Background: an optimization exercise with open tools, aiming at a short achievable clock period and few clock cycles. Do not read the settings as production practice.
The RTL was checked by simulation tests, not by an equivalence proof against the original design.
Power figures rest on the tool's default switching activity, not on a simulated workload.

`flow/flow/run.sh`:
```
#!/bin/bash
set -euo pipefail
bash standard.sh SETUP_SLACK_MARGIN=8.5 TNS_END_PERCENT=100 finish > standard_flow.log 2>&1
```
`flow/standard.sh`:
```
#!/bin/bash
# synth_recipe.tcl (not shown) runs the flow's synth.tcl, then flattens the netlist and writes it again
# the make line also repeats each setting of config.mk as NAME=value (left out here)
make -C /OpenROAD-flow-scripts/flow DESIGN_CONFIG=/design/flow/config.mk WORK_HOME=/design/flow/orfs CLKGATE_MAP_FILE= SYNTH_SCRIPT=/design/flow/synth_recipe.tcl "${@:-finish}"
```
`flow/config.mk`:
```
export PLATFORM = sky130hd
export DESIGN_NAME = rv32i_core
export DESIGN_NICKNAME = rv32i_core
export VERILOG_FILES = /design/flow/design.v
export SDC_FILE = /design/flow/constraint.sdc
export NUM_CORES = 8
export LEC_CHECK = 0
export ABC_CLOCK_PERIOD_IN_PS = 3500
export CAP_MARGIN = 30
export CORE_MARGIN = 2
export CORE_UTILIZATION = 40
export GPL_TIMING_DRIVEN = 1
export SLEW_MARGIN = 20
```
`flow/constraint.sdc`:
```
create_clock -name core_clock -period 12.0 [get_ports {Clk}]
set_input_delay 2.4000 -clock core_clock [delete_from_list [all_inputs] [get_ports {Clk}]]
set_output_delay 2.4000 -clock core_clock [all_outputs]
set_load 0.01 [all_outputs]
```
`flow/design.v`:
```
module rv32i_core (
    input  logic Rst,
    input  logic Clk,
    output logic [31:0] imem_addr,
    input  logic [31:0] imem_rdata,
    output logic        dmem_re,
    output logic        dmem_we,
    output logic [1:0]  dmem_size,
    output logic [31:0] dmem_addr,
    output logic [31:0] dmem_wdata,
    input  logic [31:0] dmem_rdata,
    output logic        retire_valid,
    output logic [31:0] retire_pc,
    output logic        retire_we,
    output logic [4:0]  retire_rd,
    output logic [31:0] retire_wdata
);
    localparam int BI   = 4;             
    localparam int BN   = 1 << BI;       
    localparam int TH   = 15;            
    localparam int TW   = TH - BI - 1;
    localparam int GH   = 15;            
    logic        stall, redirect;
    logic        rdr_m;              
    logic [31:0] rpc_m;              
    logic [31:0] pc_f;
    logic        v_d;
    logic [31:0] ir_d, pc_d;
    logic        pt_d;
    logic [GH:2] ptgt_d;
    logic        v_e;
    logic [31:0] pc_e, pc4_e, tgt_e;
    logic [GH:2] ptgt_e;
    logic        pt_e;
    logic [31:0] a_e, b_e, sd_e;
    logic        fa_m_e, fa_w_e, fb_m_e, fb_w_e, fs_m_e, fs_w_e;
    logic        sub_e, sra_e;
    logic        s_add_e, s_sll_e, s_slt_e, s_sltu_e, s_xor_e, s_srx_e, s_or_e, s_and_e, s_link_e;
    logic        is_br_e, is_jalr_e, is_ld_e, is_st_e, is_ctl_e, we_e;
    logic        c_eq_e, c_lt_e, c_ltu_e, c_inv_e;
    logic        force_tk_e, m_nt_e;
    logic [4:0]  rd_e;
    logic [2:0]  f3_e;
    logic        v_m, re_m, st_m, we_m, is_ld_m, upd_m, tk_m;
    logic [31:0] pc_m, res_m, addr_m, sd_m, tgt_m;
    logic [4:0]  rd_m;
    logic [2:0]  f3_m;
    logic        v_w, we_w;
    logic [31:0] pc_w, res_w;
    logic [4:0]  rd_w;
    logic [BN-1:0] btb_v;
    logic [TW-1:0] btb_tag [BN];
    logic [GH:2]   btb_tgt [BN];
    logic [1:0]    btb_ctr [BN];
    logic [BI-1:0] fidx;
    logic          f_hit;
    logic [GH:2]   f_tgt;
    logic [31:0]   pc_f4, pc_next;
    assign fidx  = pc_f[BI+1:2];
    assign f_hit = btb_v[fidx] && (btb_tag[fidx] == pc_f[TH:BI+2]) && btb_ctr[fidx][1];
    assign f_tgt = btb_tgt[fidx];
    assign pc_f4 = pc_f + 32'd4;
    logic [31:0] pc_seq;
    always_comb begin
        if (stall)      pc_seq = pc_f;
        else if (f_hit) pc_seq = {pc_f[31:GH+1], f_tgt, 2'b00};
        else            pc_seq = pc_f4;
    end
    always_ff @(posedge Clk or posedge Rst) begin
        if (Rst) pc_f <= 32'd0;
        else     pc_f <= pc_next;
    end
    assign imem_addr = pc_f;
    always_ff @(posedge Clk or posedge Rst) begin
        if (Rst) v_d <= 1'b0;
        else     v_d <= !rdr_m && (stall ? v_d : 1'b1);
    end
    always_ff @(posedge Clk) begin
        if (!stall) begin
            ir_d   <= imem_rdata;
            pc_d   <= pc_f;
            pt_d   <= f_hit;
            ptgt_d <= f_tgt;
        end
    end
    logic [4:0] op;
    logic [4:0] rd, rs1, rs2;
    logic [2:0] f3;
    logic       i30;
    assign op  = ir_d[6:2];
    assign rd  = ir_d[11:7];
    assign f3  = ir_d[14:12];
    assign rs1 = ir_d[19:15];
    assign rs2 = ir_d[24:20];
    assign i30 = ir_d[30];
    logic is_lui, is_auipc, is_jal, is_jalr, is_br, is_ld, is_st, is_alui, is_alur;
    assign is_lui   = (op == 5'b01101);
    assign is_auipc = (op == 5'b00101);
    assign is_jal   = (op == 5'b11011);
    assign is_jalr  = (op == 5'b11001);
    assign is_br    = (op == 5'b11000);
    assign is_ld    = (op == 5'b00000);
    assign is_st    = (op == 5'b01000);
    assign is_alui  = (op == 5'b00100);
    assign is_alur  = (op == 5'b01100);
    logic writes, use1, use2, use_imm;
    assign writes  = (is_lui | is_auipc | is_jal | is_jalr | is_ld | is_alui | is_alur) && (rd != 5'd0);
    assign use1    = is_jalr | is_br | is_ld | is_st | is_alui | is_alur;
    assign use2    = is_br | is_st | is_alur;
    assign use_imm = ~(is_br | is_alur);
    logic [31:0] immI, immS, immB, immU, immJ, imm;
    assign immI = {{20{ir_d[31]}}, ir_d[31:20]};
    assign immS = {{20{ir_d[31]}}, ir_d[31:25], ir_d[11:7]};
    assign immB = {{19{ir_d[31]}}, ir_d[31], ir_d[7], ir_d[30:25], ir_d[11:8], 1'b0};
    assign immU = {ir_d[31:12], 12'b0};
    assign immJ = {{11{ir_d[31]}}, ir_d[31], ir_d[19:12], ir_d[20], ir_d[30:21], 1'b0};
    always_comb begin
        if (is_st)                    imm = immS;
        else if (is_lui | is_auipc)   imm = immU;
        else                          imm = immI;
    end
    logic [31:0] rf [32];
    logic [31:0] rv;
    logic [31:0] rf1, rf2, r1, r2;
    assign rf1 = rv[rs1] ? rf[rs1] : 32'd0;
    assign rf2 = rv[rs2] ? rf[rs2] : 32'd0;
    assign r1 = (v_w && we_w && rd_w == rs1) ? res_w : rf1;
    assign r2 = (v_w && we_w && rd_w == rs2) ? res_w : rf2;
    always_ff @(posedge Clk) begin
        if (v_w && we_w) rf[rd_w] <= res_w;
    end
    always_ff @(posedge Clk or posedge Rst) begin
        if (Rst)              rv <= 32'd0;
        else if (v_w && we_w) rv[rd_w] <= 1'b1;
    end
    logic h1e, h1m, h2e, h2m;
    assign h1e = v_e && we_e && (rd_e == rs1);
    assign h1m = v_m && we_m && (rd_m == rs1);
    assign h2e = v_e && we_e && (rd_e == rs2);
    assign h2m = v_m && we_m && (rd_m == rs2);
    assign stall = v_d && v_e && is_ld_e && ((use1 && h1e) || (use2 && h2e));
    logic [31:0] tgt_d;
    assign tgt_d  = pc_d + (is_jal ? immJ : immB);
    always_ff @(posedge Clk or posedge Rst) begin
        if (Rst) v_e <= 1'b0;
        else     v_e <= v_d && !stall && !rdr_m;
    end
    always_ff @(posedge Clk) begin
        pc_e   <= pc_d;
        pc4_e  <= pc_d + 32'd4;
        tgt_e  <= tgt_d;
        rd_e   <= rd;
        f3_e   <= f3;
        we_e   <= writes;
        is_br_e   <= is_br;
        is_jalr_e <= is_jalr;
        is_ld_e   <= is_ld;
        is_st_e   <= is_st;
        is_ctl_e  <= is_br | is_jal;
        a_e    <= (use1 && (h1e || h1m)) ? 32'd0 : is_auipc ? pc_d : is_lui ? 32'd0 : r1;
        fa_m_e <= use1 && h1e;
        fa_w_e <= use1 && !h1e && h1m;
        b_e    <= use_imm ? imm : (h2e || h2m) ? 32'd0 : r2;
        fb_m_e <= !use_imm && h2e;
        fb_w_e <= !use_imm && !h2e && h2m;
        sd_e   <= (h2e || h2m) ? 32'd0 : r2;
        fs_m_e <= is_st && h2e;
        fs_w_e <= is_st && !h2e && h2m;
        sub_e    <= (is_alur && f3 == 3'b000 && i30);
        sra_e    <= i30;
        s_add_e  <= !(is_alui | is_alur | is_jal | is_jalr) || ((is_alui | is_alur) && f3 == 3'b000);
        s_sll_e  <= (is_alui | is_alur) && f3 == 3'b001;
        s_slt_e  <= (is_alui | is_alur) && f3 == 3'b010;
        s_sltu_e <= (is_alui | is_alur) && f3 == 3'b011;
        s_xor_e  <= (is_alui | is_alur) && f3 == 3'b100;
        s_srx_e  <= (is_alui | is_alur) && f3 == 3'b101;
        s_or_e   <= (is_alui | is_alur) && f3 == 3'b110;
        s_and_e  <= (is_alui | is_alur) && f3 == 3'b111;
        s_link_e <= is_jal | is_jalr;
        c_eq_e  <= (f3[2] == 1'b0);
        c_lt_e  <= (f3[2:1] == 2'b10);
        c_ltu_e <= (f3[2:1] == 2'b11);
        c_inv_e <= f3[0];
        force_tk_e <= is_jal | is_jalr;
        m_nt_e     <= pt_d;
        pt_e       <= pt_d && !is_jalr;
        ptgt_e     <= ptgt_d;
    end
    logic [31:0] a, b, sd;
    assign a  = ({32{fa_m_e}} & res_m) | ({32{fa_w_e}} & res_w) | a_e;
    assign b  = ({32{fb_m_e}} & res_m) | ({32{fb_w_e}} & res_w) | b_e;
    assign sd = ({32{fs_m_e}} & res_m) | ({32{fs_w_e}} & res_w) | sd_e;
    logic [32:0] sum33;
    logic [31:0] sum;
    assign sum33 = {a, 1'b1} + {b ^ {32{sub_e}}, sub_e};
    assign sum   = sum33[32:1];
    logic eq, lt, ltu;
    assign eq  = (a == b);
    assign lt  = ($signed(a) < $signed(b));
    assign ltu = (a < b);
    logic [31:0] sll, srx;
    assign sll = a << b[4:0];
    logic [31:0] sra_r, srl_r;
    assign sra_r = $signed(a) >>> b[4:0];
    assign srl_r = a >> b[4:0];
    assign srx   = sra_e ? sra_r : srl_r;
    logic [31:0] alu;
    assign alu = ({32{s_add_e}}  & sum)
               | ({32{s_sll_e}}  & sll)
               | ({32{s_slt_e}}  & {31'd0, lt})
               | ({32{s_sltu_e}} & {31'd0, ltu})
               | ({32{s_xor_e}}  & (a ^ b))
               | ({32{s_srx_e}}  & srx)
               | ({32{s_or_e}}   & (a | b))
               | ({32{s_and_e}}  & (a & b))
               | ({32{s_link_e}} & pc4_e);
    logic taken;
    assign taken = is_br_e ? (((c_eq_e & eq) | (c_lt_e & lt) | (c_ltu_e & ltu)) ^ c_inv_e) : force_tk_e;
    logic ve, tgt_ok, red_t, red_n;
    assign ve     = v_e && !rdr_m;
    assign tgt_ok = pt_e && (tgt_e == {pc_e[31:GH+1], ptgt_e, 2'b00});
    assign red_t  = ve && !tgt_ok;
    assign red_n  = ve && m_nt_e;
    assign redirect = taken ? red_t : red_n;
    always_ff @(posedge Clk or posedge Rst) begin
        if (Rst) rdr_m <= 1'b0;
        else     rdr_m <= redirect;
    end
    always_ff @(posedge Clk) begin
        rpc_m <= taken ? (is_jalr_e ? sum : tgt_e) : pc4_e;
    end
    assign pc_next = rdr_m ? rpc_m : pc_seq;
    always_ff @(posedge Clk or posedge Rst) begin
        if (Rst) begin
            v_m  <= 1'b0;
            re_m <= 1'b0;
            st_m <= 1'b0;
        end else begin
            v_m  <= ve;
            re_m <= ve && is_ld_e;
            st_m <= ve && is_st_e;
        end
    end
    always_ff @(posedge Clk) begin
        pc_m    <= pc_e;
        we_m    <= we_e;
        rd_m    <= rd_e;
        f3_m    <= f3_e;
        is_ld_m <= is_ld_e;
        res_m   <= alu;
        addr_m  <= sum;
        sd_m    <= sd;
        tgt_m   <= tgt_e;
        upd_m   <= ve && is_ctl_e;
        tk_m    <= taken;
    end
    assign dmem_re    = re_m;
    assign dmem_we    = st_m;
    assign dmem_size  = f3_m[1:0];
    assign dmem_addr  = addr_m;
    assign dmem_wdata = sd_m;
    logic [31:0] ld;
    always_comb begin
        ld[7:0] = dmem_rdata[7:0];
        if (f3_m[1:0] == 2'b00) ld[15:8] = {8{dmem_rdata[7] & ~f3_m[2]}};
        else                    ld[15:8] = dmem_rdata[15:8];
        if (f3_m[1])            ld[31:16] = dmem_rdata[31:16];
        else if (f3_m[0])       ld[31:16] = {16{dmem_rdata[15] & ~f3_m[2]}};
        else                    ld[31:16] = {16{dmem_rdata[7] & ~f3_m[2]}};
    end
    logic [BI-1:0] midx;
    logic          m_hit;
    assign midx  = pc_m[BI+1:2];
    assign m_hit = btb_v[midx] && (btb_tag[midx] == pc_m[TH:BI+2]);
    always_ff @(posedge Clk or posedge Rst) begin
        if (Rst)                   btb_v <= '0;
        else if (upd_m && tk_m)    btb_v[midx] <= 1'b1;
    end
    always_ff @(posedge Clk) begin
        if (upd_m) begin
            if (m_hit) begin
                if (tk_m) begin
                    if (btb_ctr[midx] != 2'b11) btb_ctr[midx] <= btb_ctr[midx] + 2'b01;
                    btb_tgt[midx] <= tgt_m[GH:2];
                end else begin
                    if (btb_ctr[midx] != 2'b00) btb_ctr[midx] <= btb_ctr[midx] - 2'b01;
                end
            end else if (tk_m) begin
                btb_tag[midx] <= pc_m[TH:BI+2];
                btb_tgt[midx] <= tgt_m[GH:2];
                btb_ctr[midx] <= 2'b10;
            end
        end
    end
    always_ff @(posedge Clk or posedge Rst) begin
        if (Rst) v_w <= 1'b0;
        else     v_w <= v_m;
    end
    always_ff @(posedge Clk) begin
        pc_w  <= pc_m;
        we_w  <= we_m;
        rd_w  <= rd_m;
        res_w <= is_ld_m ? ld : res_m;
    end
    assign retire_valid = v_w;
    assign retire_pc    = pc_w;
    assign retire_we    = we_w;
    assign retire_rd    = rd_w;
    assign retire_wdata = res_w;
endmodule
```
==> key figures <==
Outcome
  • Status: no timing/DRC/antenna violations

Timing
  • Setup_tns: 0 ns
  • Worst-margin pin slew: 1.06 ns
  • Max-slew violations: 0
  • Final period utilization: 33.8%
  • Final setup fails: 0
  • Final hold vios: 0
  • Max Clock Skew: 0.0634 ns
  • RSZ-0062 raised after global routing: yes
  • FMAX: 0.246 GHz
  • Max transition margin: 29.4%
  • Tmin final: 4.06 ns

Min path
  • Worst min-delay path category: register to register
  • Worst Hold Path Cells: 0

Critical path
  • Worst Setup Path Type: register to primary output
  • CP Cell Sequence: buf_16 -> buf_6
  • CP max stage delay: 0.52 ns
  • Critical Path Source Type: register
  • Slowest stage cell, crit path: dfrtp_4
  • Crit path DAT: 1.66 ns
  • CP Capture Type: primary output
  • FF-to-FF setup slack: 8.01 ns
  • Number of cells on the worst reg-to-reg path: 18
  • Critical path peak fanout: 2
  • Worst Path Required: 9.60 ns

Logic synthesis
  • Post-synthesis register bit count: 2109
  • Count of cell types in the netlist: 90
  • Syn Nets: 6453
  • Warnings, synthesis: 1
  • Syn avg cell area: 15.6 µm²
  • Yosys top cell by area: edfxtp_1
  • Number of flops mapped to enable cells by yosys: 1517
  • Synth area leaders: edfxtp_1 (47%), mux4_2 (19%), dfxtp_1 (10%)
  • Synthesized cell area: 97200 µm²
  • Mapped Cells: 6217
  • FFs w/ async S/R, synth: 4.13%
  • Commonest register cell after synthesis: edfxtp_1
  • Sequential area share after synthesis: 59.5%
  • Post-synth top area share: 46.9%

Die
  • IO Pins: 237
  • Core Box Area: 241000 µm²
  • Die height: 497 µm
  • Die W: 497 µm
  • # rows: 180
  • Die ar.: 247000 µm²
  • Starting Density: 40.3%

Drt
  • Wire length on met1: 137 mm
  • Vias per inst: 6.36
  • Vias: 65900
  • Routed wire length: 366 mm
  • Metal3 WL: 38.8 mm
  • WL/cell: 35.3 µm
  • Iter 0 DRT Violations: 9352
  • TritonRoute pass-1 iters: 8
  • Final ANT Viol Nets: 0
  • # DRC: 0
  • Max layer used: met5
  • Met2 wire len: 165 mm

Place
  • Number of port buffers: 234
  • Post-DP Area: 104000 µm²
  • Placer Congestion: 0.998
  • Post-DP HPWL: 216 mm

Job
  • Maxcap violations: 0

Clocking
  • CTS clk-pin slew, worst paths: 0.06 ns
  • Hold-fix buffer count after cts: 0
  • Root Buffer Master: clkbuf_16
  • Clk sinks: 2109
  • CTS buffer count: 216
  • H-tree depth: 4
  • Clock latency (worst-skew pair): 0.89 ns
  • Clock Tree Buf Depth: 3
  • CTS tree: built

Power
  • Logic pwr share: 30.3%
  • Pwr dens: 201 nW/µm²
  • Pint: 16.4 mW
  • Sw frac: 32.7%
  • Lkg Pwr: 42.7 nW
  • P_sw: 7.97 mW
  • Clk pwr share: 28.5%
  • Sequential share of power: 41.3%
  • Peak supply drop: 140 µV

Finish
  • Largest Register: rf
  • Share of layout cells above drive strength 1: 38.5%
  • Finished Core Util: 50.4%
  • Fin area: 122000 µm²
  • Flip-flop count of the largest register after layout: 1024
  • Final #Nets: 7208
  • Syn-to-layout area delta: 25.1%
  • Biggest regs: rf x1024, btb_tgt x224, btb_tag x160

GRT
  • First-pass GRT wire length: 502 mm
  • Initial antenna violation count: 27
  • Vias in the first global route: 64300
  • Largest net degree at the start of global routing: 85
  • Remaining Overflow, GRT: 0
  • Tot GR Track Use: 28.8%
cells by family (layout without fill, tap and decap cells):
kind of cell | after synthesis | in the layout | synth area share [%]
xor gates and xnor gates | 210 | 210 | 1.89
buffers and inverters | 555 | 1497 | 2.31
DFF | 2109 | 2109 | 59.5
AOI/OAI and AO/OA | 959 | 960 | 6.75
other | 0 | 18 | 0
and+or+nand+nor | 1144 | 1148 | 5.47
muxes | 1070 | 1070 | 21.9
adders and majority gates | 170 | 170 | 2.20
final timing paths:
| kind | to | startpoint |
|---|---|---|
| max | imem_addr[2] | pc_f[2] |
| min | pc_m[2] | pc_e[2] |
| max reg2reg | rpc_m[23] | res_w[22] |
| min reg2reg | pc_m[2] | pc_e[2] |
| max in group asynchronous | rdr_m | Rst |
| min in group asynchronous | btb_v[10] | Rst |
layout by cell type (no fill, tap or decap), types with 36 or more instances in the layout:
cell | Yosys | layout
o21ai_0 | 172 | 120
mux2i_1 | 208 | 178
nand2_1 | 298 | 287
clkinv_2 | 0 | 49
dfxtp_2 | 0 | 70
mux4_2 | 828 | 829
edfxtp_1 | 1517 | 1517
buf_12 | 2 | 80
xor2_1 | 53 | 46
clkdlybuf4s50_1 | 0 | 63
ha_4 | 0 | 37
clkbuf_16 | 0 | 230
bufbuf_16 | 0 | 36
a21o_1 | 56 | 56
nor2_4 | 0 | 37
nor3_1 | 107 | 100
buf_6 | 5 | 211
dfxtp_4 | 0 | 53
buf_4 | 12 | 476
nand4_1 | 40 | 40
nand3_1 | 83 | 77
a21oi_1 | 241 | 191
dfrtp_1 | 87 | 64
nor2_1 | 382 | 338
dfxtp_1 | 505 | 382
o21bai_1 | 38 | 37
a221o_1 | 102 | 77
ha_1 | 169 | 124
inv_1 | 115 | 93
a31oi_1 | 60 | 56
xnor2_1 | 157 | 129
a21oi_2 | 0 | 41
power groups by stage:
stage          clock [mW]  combinational, mW  sequential, mW
6_report             6.95               7.39            10.1
3_5_place_dp            0               5.03            10.3
2_1_floorplan           0               2.93            9.95
5_1_grt              7.30               7.67            10.1
4_1_cts              7.02               6.89            10.0
3_3_place_gp            0               4.98            10.3
synth_stat cells, types with 56 or more instances:
| master | instances |
|---|---|
| mux4_2 | 828 |
| a221o_1 | 102 |
| nand3_1 | 83 |
| a31oi_1 | 60 |
| nand2_1 | 298 |
| a21o_1 | 56 |
| o21ai_0 | 172 |
| nor3_1 | 107 |
| ha_1 | 169 |
| a21oi_1 | 241 |
| xnor2_1 | 157 |
| nor2_1 | 382 |
| clkbuf_1 | 295 |
| inv_1 | 115 |
| dfxtp_1 | 505 |
| dfrtp_1 | 87 |
| mux2i_1 | 208 |
| edfxtp_1 | 1517 |
| buf_1 | 81 |
layer usage:
metal	up-vias	GRT usage, %
met4	26	16.0
met3	819	6.55
met5	-	0
li1	26600	-
met1	34500	38.2
met2	4017	44.0
cell type report:
class / instances / area (µm²)
inverters: 122 / 513
repair inverters: 2 / 17.5
clock buffers: 277 / 5940
flip-flops and latches: 2109 / 58200
fillers: 19900 / 119000
multi-input cells: 3558 / 40600
diodes: 18 / 45.0
clock inverters: 133 / 1410
well taps: 3185 / 3990
repair buffers: 963 / 10800
critical path: cells and delay by family, from the launching register on:
kind | cells | cell delay [ns]
buffers and inverters | 2 | 0.26
flip-flops | 1 | 0.52
per-stage QoR:
| stage | hold WS [ns] | setup WS [ns] | power, mW | instances |
|---|---|---|---|---|
| 3_5_place_dp | 0.312 | 6.52 | 15.3 | 9400 |
| 3_3_place_gp | 0.314 | 6.57 | 15.3 | 9395 |
| 6_report | 0.326 | 7.94 | 24.4 | 10400 |
| 5_1_grt | 0.329 | 7.90 | 25.1 | 10400 |
| 4_1_cts | 0.327 | 7.88 | 23.9 | 10200 |
| 2_1_floorplan | 0.310 | 8.45 | 12.9 | 6217 |
timing repair:
action,4_1_cts,5_1_grt
resized for setup,1514,353
setup buffers,366,108
setup endpoints to repair,668,417
endpoints found under the hold margin,0,0
gates cloned,48,13
pin swaps,100,125
Testbench counts, summed over its fixed seeds: cycles 870,632.

afterwards: timing with drivers on the ports:
In the flow no input, the clock included, has a driving cell. The finished layout below was timed again as built, in two steps.
Step 1 (the two cells are an assumption about what drives the block):
set clk [get_ports {Clk}]
set_driving_cell -lib_cell sky130_fd_sc_hd__clkbuf_16 $clk
set_driving_cell -lib_cell sky130_fd_sc_hd__buf_2 [delete_from_list [all_inputs] $clk]
Step 2 adds t to the input delays and takes it off the output delays; t is the mean of the earliest and latest rising clock arrival at the registers after step 1. Input paths then give back, and output paths get back, about the clock's delay inside the block.
a / b / c = no drivers / after step 1 / after step 2; a / b = the first two.
t (ns): 0.969
setup WS [ns]: 7.939 / 7.831 / 7.582
latest minus earliest clock arrival (ns): 0.063 / 0.063
After both steps setup and hold are still met in this run. The setup slack of this run moves by -0.108 ns with the drivers and by -0.357 ns with both steps.
